From an optimization exercise on the open Yosys and OpenROAD flow, aimed at small area and a short achievable clock period; shortcuts taken in it are not production practice. The RTL was checked by simulation tests, not by an equivalence proof against the original design.

Setup of red:
Design resampler_q15, start of the top module:
module resampler_q15 #(
    parameter TAP_COUNT = 9,
    parameter DATA_WIDTH = 16
)(
    input  logic                  clk,
    input  logic                  rst_n,
    input  logic signed [31:0]    ppm_in,
    input  logic [TAP_COUNT*DATA_WIDTH-1:0] coeffs,
    input  logic [DATA_WIDTH-1:0] data_in,
    input  logic                  data_in_valid,
    output logic                  data_in_ready,
    output logic [DATA_WIDTH-1:0] data_out,
    output logic                  data_out_valid
);
    logic signed [31:0] ppm_accum;
    logic overflow, shift;
    logic [TAP_COUNT*DATA_WIDTH-1:0] creg;
    logic [15:0] x;
    logic [15:0] w0, w1, w2, w3, w4, w5, w6;
    logic [15:0] q;
    logic [19:0] ya, yb;
    logic yc;
    assign data_in_ready = 1'b1;
    assign overflow = ppm_accum[31] ^ ppm_accum[30];
    assign shift = overflow & data_in_valid;
    always_ff @(posedge clk or negedge rst_n)
        if (!rst_n) ppm_accum <= '0;
        else ppm_accum <= ppm_accum + ppm_in;
    always_ff @(posedge clk)
        creg <= coeffs;
    logic bxo0, bxt0, bxn0;
    logic bxo1, bxt1, bxn1;
    logic bxo2, bxt2, bxn2;
    logic bxo3, bxt3, bxn3;
    logic bxo4, bxt4, bxn4;
    logic bxo5, bxt5, bxn5;
    logic bxo6, bxt6, bxn6;
    logic bxo7, bxt7, bxn7;
    logic bqo0, bqt0, bqn0;
    logic bqo1, bqt1, bqn1;
    logic bqo2, bqt2, bqn2;
    logic bqo3, bqt3, bqn3;
    logic bqo4, bqt4, bqn4;
    logic bqo5, bqt5, bqn5;
  ...
Size in the first run: ~350 flip-flops, about 62,000 um2 of cells after synthesis.
clock: 19.0 ns
lec_check: 0
abc_area: 1
cap_margin: 20
core_margin: 2
core_utilization: 55
slew_margin: 20
synth_hierarchical: 1
synth_minimum_keep_size: 0
run.sh (not shown) runs the stock make flow with config.mk's settings and CLKGATE_MAP_FILE= SYNTH_SCRIPT=/design/flow/synth_recipe.tcl, a recipe that flattens the netlist after the stock synthesis.
Setup changes, red to blue
==> flow/flow/run.sh (new file) <==
#!/bin/bash
# The standard layout (the standard.sh, ORFS synthesis to final), with the
# resizer's setup repair aimed below the clock period so that it buffers and
# sizes the design's long paths. The SDC and every other setting are the standard flow's.
set -euo pipefail
bash standard.sh SETUP_SLACK_MARGIN=11.5 finish > standard_make.log 2>&1
==> flow/standard.sh (new file) <==
#!/bin/bash
# synth_recipe.tcl (not shown) runs the flow's synth.tcl, then flattens the netlist and writes it again
# the make line also repeats each setting of config.mk as NAME=value (left out here)
make -C /OpenROAD-flow-scripts/flow DESIGN_CONFIG=/design/flow/config.mk WORK_HOME=/design/flow/orfs CLKGATE_MAP_FILE= SYNTH_SCRIPT=/design/flow/synth_recipe.tcl "${@:-finish}"
removed: flow/run.sh
### Flow results
- blue completed; timing, DRC and antenna clean
- Between red and blue, area added between synthesis and finish is higher for blue, red comes in under that.
- Higher post-layout minimum cycle time was reported by red, not blue.
- red reports its worst setup path startpoint as x[7] while blue reports x[15].
- In blue, the global-route usage came out 0.30 points above the value in red.

---

Another version of the RTL of resampler_q15 (not shown whole).
Size: about 7100 cells after synthesis, about 350 flip-flops, roughly 210 I/O pins.
export LEC_CHECK = 0
export ABC_AREA = 1
export CAP_MARGIN = 20
export CORE_MARGIN = 2
export CORE_UTILIZATION = 65
export SLEW_MARGIN = 20
export SYNTH_HIERARCHICAL = 1
export SYNTH_MINIMUM_KEEP_SIZE = 0
create_clock -name core_clock -period 19.0 [get_ports {clk}]
standard.sh (not shown) runs the stock make flow with config.mk's settings and CLKGATE_MAP_FILE= SYNTH_SCRIPT=/design/flow/synth_recipe.tcl, a recipe that flattens the netlist after the stock synthesis.
==> flow/flow/run.sh <==
#!/bin/bash
# The standard layout (the standard.sh, ORFS synthesis to final), with:
# - the resizer's setup repair aimed below the clock period, so that it buffers
#   and sizes the design's long paths;
# - the synthesis buffers removed at floorplan, so that the resizer buffers
#   those nets itself;
# - the port buffers made as sky130_fd_sc_hd__buf_1 (the resizer sizes them up
#   where a path needs it).
# The SDC and every other setting are the standard flow's.
set -euo pipefail
bash standard.sh SETUP_SLACK_MARGIN=12.5 REMOVE_ABC_BUFFERS=1 \
  "BUFFER_PORTS_ARGS=-buffer_cell sky130_fd_sc_hd__buf_1" finish > standard_make.log 2>&1
Then changed:
Settings changed: CTS_CLUSTER_DIAMETER from default to 100, CTS_CLUSTER_SIZE from default to 24.
=> The new run ran to the end with no violations; area after synthesis is unchanged; routed wire length went down slightly; non-clock buffer count went down by 17; cell count went down slightly; global-route usage went down by 0.40 points; flip-flop and latch count stays the same; final area went down slightly; fmax went up slightly.
Then changed:
Settings changed: CORE_UTILIZATION 65 to 68, CTS_BUF_LIST from default to sky130_fd_sc_hd__clkbuf_4 sky130_fd_sc_hd__clkbuf_8, CTS_CLUSTER_DIAMETER 100 to default, CTS_CLUSTER_SIZE 24 to default.
- routed wire length climbs by 3.0%
- final area climbs by 1.8%
- synthesized cell count does not change
- first-iteration DRC count climbs by about 20%
- sequential share of layout area drops by 0.21 points
- core utilization climbs by 4.3 points
- register-to-register slack is worse by 0.17 ns
- final cell count climbs by about 0.6%
- global-route usage climbs by 2.1 points

---

Another version of the RTL of resampler_q15 (not shown whole).
Size in the first run: ~410 flip-flops.
export LEC_CHECK = 0
export ABC_AREA = 1
export CAP_MARGIN = 20
export CORE_MARGIN = 2
export CORE_UTILIZATION = 65
export CTS_CLUSTER_DIAMETER = 100
export CTS_CLUSTER_SIZE = 24
export SLEW_MARGIN = 20
export SYNTH_HIERARCHICAL = 1
export SYNTH_MINIMUM_KEEP_SIZE = 0
create_clock -name core_clock -period 19.0 [get_ports {clk}]
==> flow/flow/run.sh <==
#!/bin/bash
# The standard layout (the standard.sh, ORFS synthesis to final), with:
# - the resizer's setup repair aimed below the clock period, so that it buffers
#   and sizes the design's long paths;
# - the synthesis buffers removed at floorplan, so that the resizer buffers
#   those nets itself;
# - the port buffers made as sky130_fd_sc_hd__buf_1 (the resizer sizes them up
#   where a path needs it).
# The SDC and every other setting are the standard flow's.
set -euo pipefail
bash standard.sh SETUP_SLACK_MARGIN=12.8 REMOVE_ABC_BUFFERS=1 \
  "BUFFER_PORTS_ARGS=-buffer_cell sky130_fd_sc_hd__buf_1" finish > standard_make.log 2>&1
Then changed:
--- a/flow/flow/run.sh
+++ b/flow/flow/run.sh
@@ -10,3 +10,3 @@
 set -euo pipefail
-bash standard.sh SETUP_SLACK_MARGIN=12.8 REMOVE_ABC_BUFFERS=1 \
+bash standard.sh SETUP_SLACK_MARGIN=12.2 REMOVE_ABC_BUFFERS=1 \
   "BUFFER_PORTS_ARGS=-buffer_cell sky130_fd_sc_hd__buf_1" finish > standard_make.log 2>&1
After rerunning:
- The new run completed with no timing, DRC or antenna violations
- design area fell by 2.3%
- global-route usage went down by 0.45 points
- register-to-register slack loses 530 ps
- sequential cell count stays the same
- clock skew barely changes
Then changed:
--- a/flow/flow/run.sh
+++ b/flow/flow/run.sh
@@ -10,3 +10,3 @@
 set -euo pipefail
-bash standard.sh SETUP_SLACK_MARGIN=12.2 REMOVE_ABC_BUFFERS=1 \
+bash standard.sh SETUP_SLACK_MARGIN=12.5 REMOVE_ABC_BUFFERS=1 \
   "BUFFER_PORTS_ARGS=-buffer_cell sky130_fd_sc_hd__buf_1" finish > standard_make.log 2>&1
The new run went through all stages and came out clean.
Via count is higher by 0.90%.
Die area does not change.
Sequential share of layout area went down by 0.15 points.
Cell area went up by 1.2%.
Setup slack gets better by 160 ps.
Cell count rises by 0.52%.
Then changed:
--- a/flow/config.mk
+++ b/flow/config.mk
@@ -13,2 +13,3 @@
 export CTS_CLUSTER_SIZE = 24
+export GPL_ROUTABILITY_DRIVEN = 0
 export SLEW_MARGIN = 20
The new run ran to the end with no violations.
Setup slack is unchanged.
Cell count is unchanged.
Critical path depth is unchanged.

[separate check: timing with driven ports]
Ports are ideal in the flow. The routed layouts listed here were re-timed in OpenROAD.
Step 1 (the two cells are an assumption about what drives the block):
set clk [get_ports {clk}]
set_driving_cell -lib_cell sky130_fd_sc_hd__clkbuf_16 $clk
set_driving_cell -lib_cell sky130_fd_sc_hd__buf_2 [delete_from_list [all_inputs] $clk]
Step 2, shift: input delay + t, output delay - t, t = (earliest + latest rising clock arrival at the registers) / 2. This alone moves slack from input paths to output paths.
Three values: ideal, step 1, step 2; two values: the first two.
| run | shift t [ns] | slack for setup (ns) | worst setup path at the end | latest minus earliest clock arrival (ns) | worst data-port slew with drivers (ns) |
|---|---|---|---|---|---|
| red | 0.730 | 10.577 / 10.577 / 10.577 | register to register | 0.034 / 0.034 | 0.07 |
| blue | 0.732 | 11.730 / 11.730 / 11.219 | input to register | 0.036 / 0.035 | 0.07 |
| the first run of note 2 | 0.729 | 12.401 / 12.386 / 11.921 | input to register | 0.022 / 0.022 | 0.04 |
| the second run of note 2 | 0.760 | 12.436 / 12.449 / 11.721 | input to register | 0.037 / 0.036 | 0.04 |
| the third run of note 2 | 0.848 | 12.280 / 12.280 / 11.716 | input to register | 0.057 / 0.058 | 0.08 |
| the first run of note 3 | 0.760 | 12.413 / 12.337 / 12.126 | input to register | 0.045 / 0.045 | 0.07 |
| the second run of note 3 | 0.760 | 12.350 / 12.274 / 11.642 | input to register | 0.044 / 0.044 | 0.06 |
| the third run of note 3 | 0.764 | 12.506 / 12.429 / 11.826 | input to register | 0.045 / 0.045 | 0.06 |
| the fourth run of note 3 | 0.764 | 12.506 / 12.429 / 11.826 | input to register | 0.045 / 0.045 | 0.06 |
After both steps setup and hold are still met in every run listed. For the second run of note 2, which loses most, drivers alone change the setup slack by +0.013 ns; drivers and shift together by -0.715 ns.
